Context: an optimization exercise on an open-source flow, tuned for a short achievable clock period and few clock cycles. The choices shown serve that exercise and are no tape-out recipe.
RTL that was checked went through simulation tests only; none was proved equivalent to the original.
No driver is modelled on the clock port, so clock power and skew are understated where the tree is cut down; a real chip needs a root buffer or a tree.
Power is estimated from default activity; no workload was simulated.

==> inputs of v35 <==
==> flow/design.v (excerpt) <==
module MCU(clk,reset,imem_addr,imem_data,dmem_addr,dmem_we,dmem_wdata,dmem_rdata,
           in_data,out_we,out_addr,out_data);
input clk,reset;
output [7:0] imem_addr;
input [16:0] imem_data;
output [7:0] dmem_addr;
output dmem_we;
output [7:0] dmem_wdata;
input [7:0] dmem_rdata;
input [7:0] in_data;
output out_we;
output [7:0] out_addr, out_data;
localparam [4:0] OP_ADD = 5'b00001, OP_ANI = 5'b00010, OP_ADI = 5'b00011,
                 OP_SUB = 5'b00100, OP_SLT = 5'b00101, OP_NOT = 5'b00110,
                 OP_LD  = 5'b00111, OP_ST  = 5'b01000, OP_MOV = 5'b01001,
                 OP_JMP = 5'b01010, OP_JMR = 5'b01011, OP_JML = 5'b01100,
                 OP_ORI = 5'b01101, OP_XOR = 5'b01110, OP_SHL = 5'b01111,
                 OP_SHR = 5'b10001, OP_BZ  = 5'b10010, OP_BNZ = 5'b10011,
                 OP_IN  = 5'b10100, OP_OUT = 5'b10101;
reg [7:0]  pc_f;         
reg        kill_f;       
reg [16:0] ir_d;         
reg [7:0]  pc1_d;        
reg        kill_d;       
reg [7:0]  a_ex, b_ex;   
reg [7:0]  a2_ex, b2_ex;   
reg [7:0]  q_addr;       
reg [7:0]  q_wdata;      
reg [2:0]  sh_ex;
reg [7:0]  mskl_ex, mskr_ex;   
reg [2:0]  da_ex;
reg        rw_ex, mw_ex, out_ex;
reg        add_ex, sub_ex, slt_ex, and_ex, or_ex, xor_ex, not_ex, mov_ex,
           shl_ex, shr_ex, ld_ex, in_ex;
reg        bz_ex, bnz_ex, jr_ex, jpc_ex;
reg        pend_ex;      
reg [7:0]  t_ex;         
reg [7:0]  t1_ex;        
reg [7:0]  rf [1:7];
reg        rfz [1:7];    
wire [7:0] alu_ex;       
wire [7:0] res_ex;       
wire       zr_ex, zall_ex;
MCU_alu u_alu (.a(a_ex), .b(b_ex), .a2(a2_ex), .b2(b2_ex), .sh(sh_ex), .mskl(mskl_ex), .mskr(mskr_ex),
               .op_add(add_ex), .op_sub(sub_ex), .op_slt(slt_ex), .op_and(and_ex),
               .op_or(or_ex), .op_xor(xor_ex), .op_not(not_ex), .op_mov(mov_ex),
               .op_shl(shl_ex), .op_shr(shr_ex), .op_ld(ld_ex), .op_in(in_ex),
               .rdata(dmem_rdata), .indata(in_data), .res(alu_ex), .zr(zr_ex), .zall(zall_ex));
MCU_opsel u_wb (.res(alu_ex), .rdata(dmem_rdata), .indata(in_data), .oth(8'd0),
                .s_res(~ld_ex & ~in_ex), .s_ld(ld_ex), .s_in(in_ex), .s_oth(1'b0),
                .y(res_ex));
assign dmem_addr  = q_addr;
assign dmem_wdata = q_wdata;
assign dmem_we    = mw_ex;
  ...
clock: 8.0 ns
lec_check: 0
abc_clock_period_in_ps: 2000
cap_margin: 20
core_margin: 2
core_utilization: 40
slew_margin: 20
synth_hierarchical: 1
tns_end_percent: 100
standard.sh (not shown) runs the stock make flow with config.mk's settings and CLKGATE_MAP_FILE= SYNTH_SCRIPT=/design/flow/synth_recipe.tcl, a recipe that flattens the netlist after the stock synthesis.
==> flow/flow/run.sh <==
#!/bin/bash
# The standard layout (standard.sh: the standard synthesis, floorplan,
# placement, CTS and routing) with these changes:
#  - ports are buffered with buf_4 (later resized) instead of delay cells;
#  - the clock tree is two levels of clkbuf_16 (four, then twelve) (flow/manual_cts.tcl,
#    sourced by ORFS's cts.tcl in place of TritonCTS).
# The SDC and the clock period are unchanged.
set -euo pipefail
bash standard.sh SETUP_SLACK_MARGIN=5.5 MATCH_CELL_FOOTPRINT=0 \
  "BUFFER_PORTS_ARGS=-buffer_cell sky130_fd_sc_hd__buf_4" \
  "PRE_CTS_TCL=$PWD/flow/manual_cts.tcl" finish > standard_flow.log 2>&1
==> flow/flow/manual_cts.tcl <==
# Sourced by ORFS's cts.tcl before it builds the clock tree (PRE_CTS_TCL).
# Replaces TritonCTS with a two-level tree of clkbuf_16: the clock port
# drives four buffers, one at the centre of each quarter of the flip-flops;
# each drives three leaf buffers, one at the centre of each third of its
# quarter, which drive the flip-flops.  Everything else in cts.tcl (timing
# repair, detailed placement) runs as usual.
proc mcts_centre { g } {
  set sx 0; set sy 0
  foreach s $g { incr sx [lindex $s 1]; incr sy [lindex $s 2] }
  return [list [expr { $sx / [llength $g] }] [expr { $sy / [llength $g] }]]
}

proc mcts_split { g k idx } {
  set srt [lsort -integer -index $idx $g]
  set n [llength $srt]
  set out {}
  for { set i 0 } { $i < $k } { incr i } {
    set a [expr { ($n * $i) / $k }]
    set b [expr { ($n * ($i + 1)) / $k - 1 }]
    lappend out [lrange $srt $a $b]
  }
  return $out
}

proc mcts_buffer { block master name in_net xy } {
  set inst [odb::dbInst_create $block $master $name]
  set net [odb::dbNet_create $block "net_$name"]
  $net setSigType CLOCK
  [$inst findITerm A] connect $in_net
  [$inst findITerm X] connect $net
  $inst setLocation [lindex $xy 0] [lindex $xy 1]
  $inst setPlacementStatus PLACED
  return $net
}

proc clock_tree_synthesis { args } {
  set block [ord::get_db_block]
  set master [[ord::get_db] findMaster sky130_fd_sc_hd__clkbuf_16]
  set clk [$block findNet clk]
  $clk setSigType CLOCK
  set sinks {}
  foreach it [$clk getITerms] {
    if { [$it isInputSignal] } {
      set bb [[$it getInst] getBBox]
      lappend sinks [list $it [expr { ([$bb xMin] + [$bb xMax]) / 2 }] \
        [expr { ([$bb yMin] + [$bb yMax]) / 2 }]]
    }
  }
  puts "manual_cts: [llength $sinks] clock sinks"
  set quarters {}
  foreach half [mcts_split $sinks 2 1] {
    foreach q [mcts_split $half 2 2] { lappend quarters $q }
  }
  set i 0
  foreach q $quarters {
    set c [mcts_centre $q]
    set n1 [mcts_buffer $block $master "clkbuf_m_$i" $clk $c]
    puts "manual_cts: clkbuf_m_$i at $c"
    set j 0
    foreach leaf [mcts_split $q 3 [expr { 1 + $i % 2 }]] {
      set lc [mcts_centre $leaf]
      set n2 [mcts_buffer $block $master "clkbuf_m_${i}_$j" $n1 $lc]
      foreach s $leaf {
        set it [lindex $s 0]
        $it disconnect
        $it connect $n2
      }
      puts "manual_cts: clkbuf_m_${i}_$j at $lc drives [llength $leaf] sinks"
      incr j
    }
    incr i
  }
  set_propagated_clock [all_clocks]
}
==> v25 (differences from v35) <==
--- a/flow/design.v
+++ b/flow/design.v
@@ -121,20 +121,22 @@
 input        s_res, s_ld, s_in, s_oth;
 output [7:0] y;
 assign y = ({8{s_res}} & res) | ({8{s_ld}} & rdata) | ({8{s_in}} & indata)
          | ({8{s_oth}} & oth);
 endmodule
 `timescale 1ns / 1ps
-module MCU_pcsel(r, t, p1, p2, jr, e1, e2, e3, z, bok, c0, c1, k1);
-input  [7:0] r, t, p1, p2;
-input        jr, e1, e2, e3, z, bok;
+module MCU_pcsel(ra, rd, ri, t, p1, p2, jra, jrd, jri, e1, e2, e3, z, bok, c0, c1, k1);
+input  [7:0] ra, rd, ri, t, p1, p2;
+input        jra, jrd, jri, e1, e2, e3, z, bok;
 output [7:0] c0, c1;
 output       k1;
+wire jr = jra | jrd | jri;
 wire taken = e1 | (e2 & z) | (e3 & ~z);
-assign c0 = jr ? r : taken ? t : p1;
-assign c1 = ~bok ? c0 : jr ? r : taken ? t : p2;
+wire [7:0] r = ({8{jra}} & ra) | ({8{jrd}} & rd) | ({8{jri}} & ri);
+assign c0 = r | ({8{~jr}} & (taken ? t : p1));
+assign c1 = ~bok ? c0 : (r | ({8{~jr}} & (taken ? t : p2)));
 assign k1 = bok & (jr | taken);
 endmodule
 module MCU_bsel(b, c0, c1, k1, pc, kill);
 input  [7:0] c0, c1;
 input        b, k1;
 output [7:0] pc;
@@ -183,12 +185,23 @@
 reg        add_ex, sub_ex, slt_ex, and_ex, or_ex, xor_ex, not_ex, mov_ex,
            shl_ex, shr_ex, ld_ex, in_ex;
 reg        bz_ex, bnz_ex, jr_ex, jpc_ex;
 reg        pend_ex;      
 reg [7:0]  t_ex;         
 reg [7:0]  t1_ex;        
+reg        az_ex;        
+reg        fc_v;         
+reg [7:0]  fc_key;       
+reg [7:0]  fc_s;         
+reg [7:0]  fc_t;         
+reg [7:0]  fc_x3;        
+reg [2:0]  fc_r;         
+reg        fc_pol;       
+reg        fold_f;       
+reg        fold_v;       
+reg        fv_pred;      
 reg [7:0]  rf [1:7];
 reg        rfz [1:7];    
 wire [7:0] alu_ex;       
 wire [7:0] res_ex;       
 wire       zr_ex, zall_ex;
 MCU_alu u_alu (.a(a_ex), .b(b_ex), .a2(a2_ex), .b2(b2_ex), .sh(sh_ex), .mskl(mskl_ex), .mskr(mskr_ex),
@@ -207,13 +220,13 @@
 assign out_we     = out_ex;
 always @(posedge clk)
   if (rw_ex && da_ex != 3'd0) begin
     rf[da_ex]  <= res_ex;
     rfz[da_ex] <= zall_ex;
   end
-wire a_ex_zero = (a2_ex == 8'd0);
+wire a_ex_zero = az_ex;
 wire ex_cond   = (bz_ex & a_ex_zero) | (bnz_ex & ~a_ex_zero);
 wire ex_taken  = jpc_ex | jr_ex | ex_cond;
 wire take_ex   = kill_d & ex_taken;         
 wire recover   = pend_ex & ex_cond;         
 wire [4:0] op  = ir_d[16:12];
 wire [2:0] da  = ir_d[11:9];
@@ -268,36 +281,58 @@
 MCU_opsel u_sb2 (.res(alu_ex), .rdata(dmem_rdata), .indata(in_data), .oth(b_oth),
                  .s_res(fb_res), .s_ld(fb_ld), .s_in(fb_in), .s_oth(~fwd_b), .y(b2_val));
 MCU_opsel u_sqd (.res(alu_ex), .rdata(dmem_rdata), .indata(in_data), .oth(b_oth),
                  .s_res(fb_res), .s_ld(fb_ld), .s_in(fb_in), .s_oth(~fwd_b), .y(qd_val));
 wire [7:0] t_rel = pc1_d + {{2{im[5]}}, im};
 wire       rf_a_zero = (aa == 3'd0) ? 1'b1 : rfz[aa];
-wire dv    = ~kill_f & ~recover;            
+wire [2:0] fr   = fc_r;
+wire fw_a   = d_rw & (da == fr) & (fr != 3'd0);     
+wire fw_e   = ex_wr & (da_ex == fr);                
+wire fslowa = fw_a & (d_ld | d_in | d_slt);
+wire fslowe = ~fw_a & fw_e & (ld_ex | in_ex | slt_ex);
+wire unfold = fold_f & (fslowa | fslowe);
+wire fpred  = fold_f & fw_a & ~fslowa;              
+wire fexe   = fold_f & ~fw_a & fw_e & ~fslowe;      
+wire frfz   = (fr == 3'd0) ? 1'b1 : rfz[fr];
+wire fexr   = fold_f & ~fw_a & ~fw_e;               
+wire frecover = fold_v & ((fc_pol ? ~zr_ex : zr_ex) != fv_pred);
+wire kill_cur = recover | unfold | frecover;        
+wire dv    = ~kill_f & ~kill_cur;           
 wire defer = fwd_a & (ld_ex | in_ex | slt_ex);   
 wire d_pend = dv & (d_bz | d_bnz) & defer;
 wire jr = dv & d_jmr & fwd_a;
-wire e1 = take_ex | recover
+wire e1 = take_ex | recover | unfold | frecover
+        | (fpred & fc_pol)
+        | (fexr & (fc_pol ? ~frfz : frfz))
         | (dv & (d_jmp | d_jml | (d_jmr & ~fwd_a)))
         | (dv & ~fwd_a & ((d_bz & rf_a_zero) | (d_bnz & ~rf_a_zero)));
-wire e2 = dv & fwd_a & ~defer & d_bz;
-wire e3 = dv & fwd_a & ~defer & d_bnz;
-wire [7:0] t = recover ? (d_isbr ? t1_ex : t_ex)
+wire e2 = (dv & fwd_a & ~defer & d_bz) | (fexe & ~fc_pol);
+wire e3 = (dv & fwd_a & ~defer & d_bnz) | (fexe & fc_pol);
+wire [7:0] t = unfold ? fc_s - 8'd2
+             : frecover ? (fv_pred ? fc_x3 : fc_t)
+             : fold_f ? fc_t
+             : recover ? (d_isbr ? t1_ex : t_ex)
              : take_ex ? (jr_ex ? a2_ex : t_ex)
              : (dv & d_jmr) ? rf_a
              : t_rel;
 wire [4:0] fop = imem_data[16:12];
 wire f_br;
 MCU_isbr u_isbr (.op(fop), .y(f_br));
 wire [7:0] pc_p1 = pc_f + 8'd1;
 wire [7:0] pc_p2 = pc_f + 8'd2;
+wire fhit = fc_v & (pc_f == fc_key) & ~kill_f & ~kill_d & ~fold_f & ~fold_v &
+            ~take_ex & ~recover & ~d_isbr;
+wire [7:0] p1 = fhit ? fc_s : fold_f ? fc_x3 : pc_p1;
+wire ffill = dv & (d_bz | d_bnz) & ~defer & im[5] & ~f_br;
 wire [7:0] pc_nxt;
 wire       kill_nxt;
 wire [7:0] pc_c0, pc_c1;
 wire       pc_k1;
-MCU_pcsel u_pcsel (.r(res_ex), .t(t), .p1(pc_p1), .p2(pc_p2), .jr(jr),
-                   .e1(e1), .e2(e2), .e3(e3), .z(zr_ex), .bok(~kill_f & ~recover),
+MCU_pcsel u_pcsel (.ra(alu_ex), .rd(dmem_rdata), .ri(in_data), .t(t), .p1(p1), .p2(pc_p2),
+                   .jra(jr & ~ld_ex & ~in_ex), .jrd(jr & ld_ex), .jri(jr & in_ex),
+                   .e1(e1), .e2(e2), .e3(e3), .z(zr_ex), .bok(~kill_f & ~kill_cur),
                    .c0(pc_c0), .c1(pc_c1), .k1(pc_k1));
 MCU_bsel u_bsel (.b(f_br), .c0(pc_c0), .c1(pc_c1), .k1(pc_k1), .pc(pc_nxt),
                  .kill(kill_nxt));
 assign imem_addr = pc_f;
 always @(posedge clk or negedge reset)
 begin
@@ -311,17 +346,23 @@
     out_ex  <= 1'b0;
     add_ex  <= 1'b0; sub_ex <= 1'b0; slt_ex <= 1'b0; and_ex <= 1'b0;
     or_ex   <= 1'b0; xor_ex <= 1'b0; not_ex <= 1'b0; mov_ex <= 1'b0;
     shl_ex  <= 1'b0; shr_ex <= 1'b0; ld_ex  <= 1'b0; in_ex  <= 1'b0;
     bz_ex   <= 1'b0; bnz_ex <= 1'b0; jr_ex  <= 1'b0; jpc_ex <= 1'b0;
     pend_ex <= 1'b0;
+    fc_v    <= 1'b0;
+    fold_f  <= 1'b0;
+    fold_v  <= 1'b0;
   end else begin
     pc_f    <= pc_nxt;
     kill_f  <= kill_nxt;
-    ir_d    <= (kill_f | recover) ? 17'd0 : imem_data;
-    kill_d  <= kill_f | recover;
+    ir_d    <= (kill_f | kill_cur) ? 17'd0 : imem_data;
+    kill_d  <= kill_f | kill_cur;
+    fold_f  <= fhit & ~f_br;
+    fold_v  <= fpred;
+    if (ffill) fc_v <= 1'b1;
     rw_ex   <= d_rw;
     mw_ex   <= d_st;
     out_ex  <= d_out;
     add_ex  <= d_add; sub_ex <= d_sub; slt_ex <= d_slt; and_ex <= d_and;
     or_ex   <= d_or;  xor_ex <= d_xor; not_ex <= d_not; mov_ex <= d_mov;
     shl_ex  <= d_shl; shr_ex <= d_shr; ld_ex  <= d_ld;  in_ex  <= d_in;
@@ -329,20 +370,30 @@
     pend_ex <= d_pend;
   end
 end
 always @(posedge clk)
 begin
   pc1_d   <= pc_p1;
+  fv_pred <= fc_pol;
+  if (ffill) begin
+    fc_key <= pc1_d - 8'd2;
+    fc_s   <= pc_f;
+    fc_t   <= t_rel;
+    fc_x3  <= pc_p1;
+    fc_r   <= aa;
+    fc_pol <= d_bnz;
+  end
   da_ex   <= da;
   a_ex    <= a_val;
   b_ex    <= b_val;
   a2_ex   <= a2_val;
   b2_ex   <= b2_val;
   q_addr  <= qa_val;
   q_wdata <= qd_val;
   sh_ex   <= sh;
   mskl_ex <= 8'hFF >> sh;
   mskr_ex <= 8'hFF << sh;
   t_ex    <= t_rel;
+  az_ex   <= d_link ? (pc1_d == 8'd0) : fwd_a ? zall_ex : rf_a_zero;
   t1_ex   <= t_rel + 8'd1;
 end
 endmodule
==> v2 (differences from v35) <==
--- a/flow/design.v
+++ b/flow/design.v
@@ -121,29 +121,20 @@
 input        s_res, s_ld, s_in, s_oth;
 output [7:0] y;
 assign y = ({8{s_res}} & res) | ({8{s_ld}} & rdata) | ({8{s_in}} & indata)
          | ({8{s_oth}} & oth);
 endmodule
 `timescale 1ns / 1ps
-module MCU_pcsel(r, t, p1, p2, jr, e1, e2, e3, z, bok, c0, c1, k1);
+module MCU_pcsel(r, t, p1, p2, jr, e1, e2, e3, z, b, pc, kill);
 input  [7:0] r, t, p1, p2;
-input        jr, e1, e2, e3, z, bok;
-output [7:0] c0, c1;
-output       k1;
-wire taken = e1 | (e2 & z) | (e3 & ~z);
-assign c0 = jr ? r : taken ? t : p1;
-assign c1 = ~bok ? c0 : jr ? r : taken ? t : p2;
-assign k1 = bok & (jr | taken);
-endmodule
-module MCU_bsel(b, c0, c1, k1, pc, kill);
-input  [7:0] c0, c1;
-input        b, k1;
+input        jr, e1, e2, e3, z, b;
 output [7:0] pc;
 output       kill;
-assign pc   = b ? c1 : c0;
-assign kill = b & k1;
+wire taken = e1 | (e2 & z) | (e3 & ~z);
+assign pc   = jr ? r : taken ? t : b ? p2 : p1;
+assign kill = (jr | taken) & b;
 endmodule
 module MCU_isbr(op, y);
 input  [4:0] op;
 output       y;
 assign y = (op[4:1] == 4'b0101) | (op == 5'b01100) | (op[4:1] == 4'b1001);
 endmodule
@@ -284,23 +275,20 @@
              : take_ex ? (jr_ex ? a2_ex : t_ex)
              : (dv & d_jmr) ? rf_a
              : t_rel;
 wire [4:0] fop = imem_data[16:12];
 wire f_br;
 MCU_isbr u_isbr (.op(fop), .y(f_br));
+wire f_isbr = ~kill_f & ~recover & f_br;
 wire [7:0] pc_p1 = pc_f + 8'd1;
 wire [7:0] pc_p2 = pc_f + 8'd2;
 wire [7:0] pc_nxt;
 wire       kill_nxt;
-wire [7:0] pc_c0, pc_c1;
-wire       pc_k1;
 MCU_pcsel u_pcsel (.r(res_ex), .t(t), .p1(pc_p1), .p2(pc_p2), .jr(jr),
-                   .e1(e1), .e2(e2), .e3(e3), .z(zr_ex), .bok(~kill_f & ~recover),
-                   .c0(pc_c0), .c1(pc_c1), .k1(pc_k1));
-MCU_bsel u_bsel (.b(f_br), .c0(pc_c0), .c1(pc_c1), .k1(pc_k1), .pc(pc_nxt),
-                 .kill(kill_nxt));
+                   .e1(e1), .e2(e2), .e3(e3), .z(zr_ex), .b(f_isbr),
+                   .pc(pc_nxt), .kill(kill_nxt));
 assign imem_addr = pc_f;
 always @(posedge clk or negedge reset)
 begin
   if (!reset) begin
     pc_f    <= 8'd0;
     kill_f  <= 1'b0;
==> flow/flow/run.sh (replaced) <==
#!/bin/bash
set -euo pipefail
bash standard.sh SETUP_SLACK_MARGIN=5.5 MATCH_CELL_FOOTPRINT=0 \
  "BUFFER_PORTS_ARGS=-buffer_cell sky130_fd_sc_hd__buf_4" finish > standard_flow.log 2>&1
removed: flow/flow/manual_cts.tcl
==> comparison table <==
                                                                                 v2              v35               v25
Total area of multi-input combinational cells                             7330 um^2        7360 um^2         8870 um^2
Number of cells after detailed placement                                       1567             1576              1908
Cell depth of the worst flop-to-flop path                                        12               14                18
Power dissipated in sequential cells                                        1.35 mW          1.34 mW           1.70 mW
Clock net power                                                              843 uW           681 uW            739 uW
Clock network power share                                                     22.2%            18.9%             17.1%
Switching power summed over all nets                                        1.39 mW          1.30 mW           1.60 mW
Pwr dens                                                                243 nW/um^2      238 nW/um^2       237 nW/um^2
Required arrival time at the worst endpoint                                 8.33 ns          8.18 ns           8.19 ns
Cell area after placement                                                12800 um^2       13100 um^2        15700 um^2
Critical path depth                                                              12               14                18
Critical R2R Launch                                                a2_ex[5]$_DFF_P_  a_ex[0]$_DFF_P_  a2_ex[1]$_DFF_P_
Later-pin clock latency in the skew report                                  0.45 ns          0.30 ns           0.31 ns
Post-Place Setup Slack                                                      4.18 ns          4.37 ns           2.91 ns
Final setup skew                                                          0.0205 ns        0.0238 ns         0.0202 ns
PnR worst setup slack                                                       5.21 ns          4.88 ns           4.40 ns
Status                                                     timing/DRC/antenna clean  timing/DRC/antenna clean  timing/DRC/antenna clean
Largest incremental delay on the critical path                              0.42 ns          0.41 ns           0.37 ns
Number of antenna violations at the first check in global routing                 1                0                 3
Core Rows                                                                        64               64                70
Number of instances in the synthesized netlist                                 1167             1177              1450
Testbench counts of v2, summed over its fixed seeds: cycles 140,966.
Only the layout flow was run in v35 and v25; the RTL was not checked for function there. In v35 and v25 the design's own scripts or RTL, not TritonCTS, make the clock network.

## static timing again, ports no longer ideal
No port has a modelled driver above. Below, the same layouts with a new extraction and two added sets of constraints. Step 1, drivers: a clkbuf_16 drives clk and a buf_2 each remaining input, both assumed. Step 2 times the ports against the registers' clock, not the clock port: input delays grow and output delays shrink by t, the midpoint of the rising clock arrivals with the driver on. Three values: ideal ports, drivers, drivers and shift; two values: the first two.
run | t, ns | setup WS [ns] | clock arrival spread, ns | cell pins on the clock port's net
v35 | 0.386 | 4.881 / 4.881 / 4.881 | 0.024 / 0.024 | 4
v25 | 0.406 | 4.400 / 4.400 / 4.400 | 0.021 / 0.020 | 4
v2 | 0.488 | 5.214 / 5.214 / 4.836 | 0.020 / 0.020 | 1
After both steps setup and hold are still met in every run listed. For v2, which loses most, drivers alone change the setup slack by 0.000 ns; drivers and shift together by -0.378 ns.
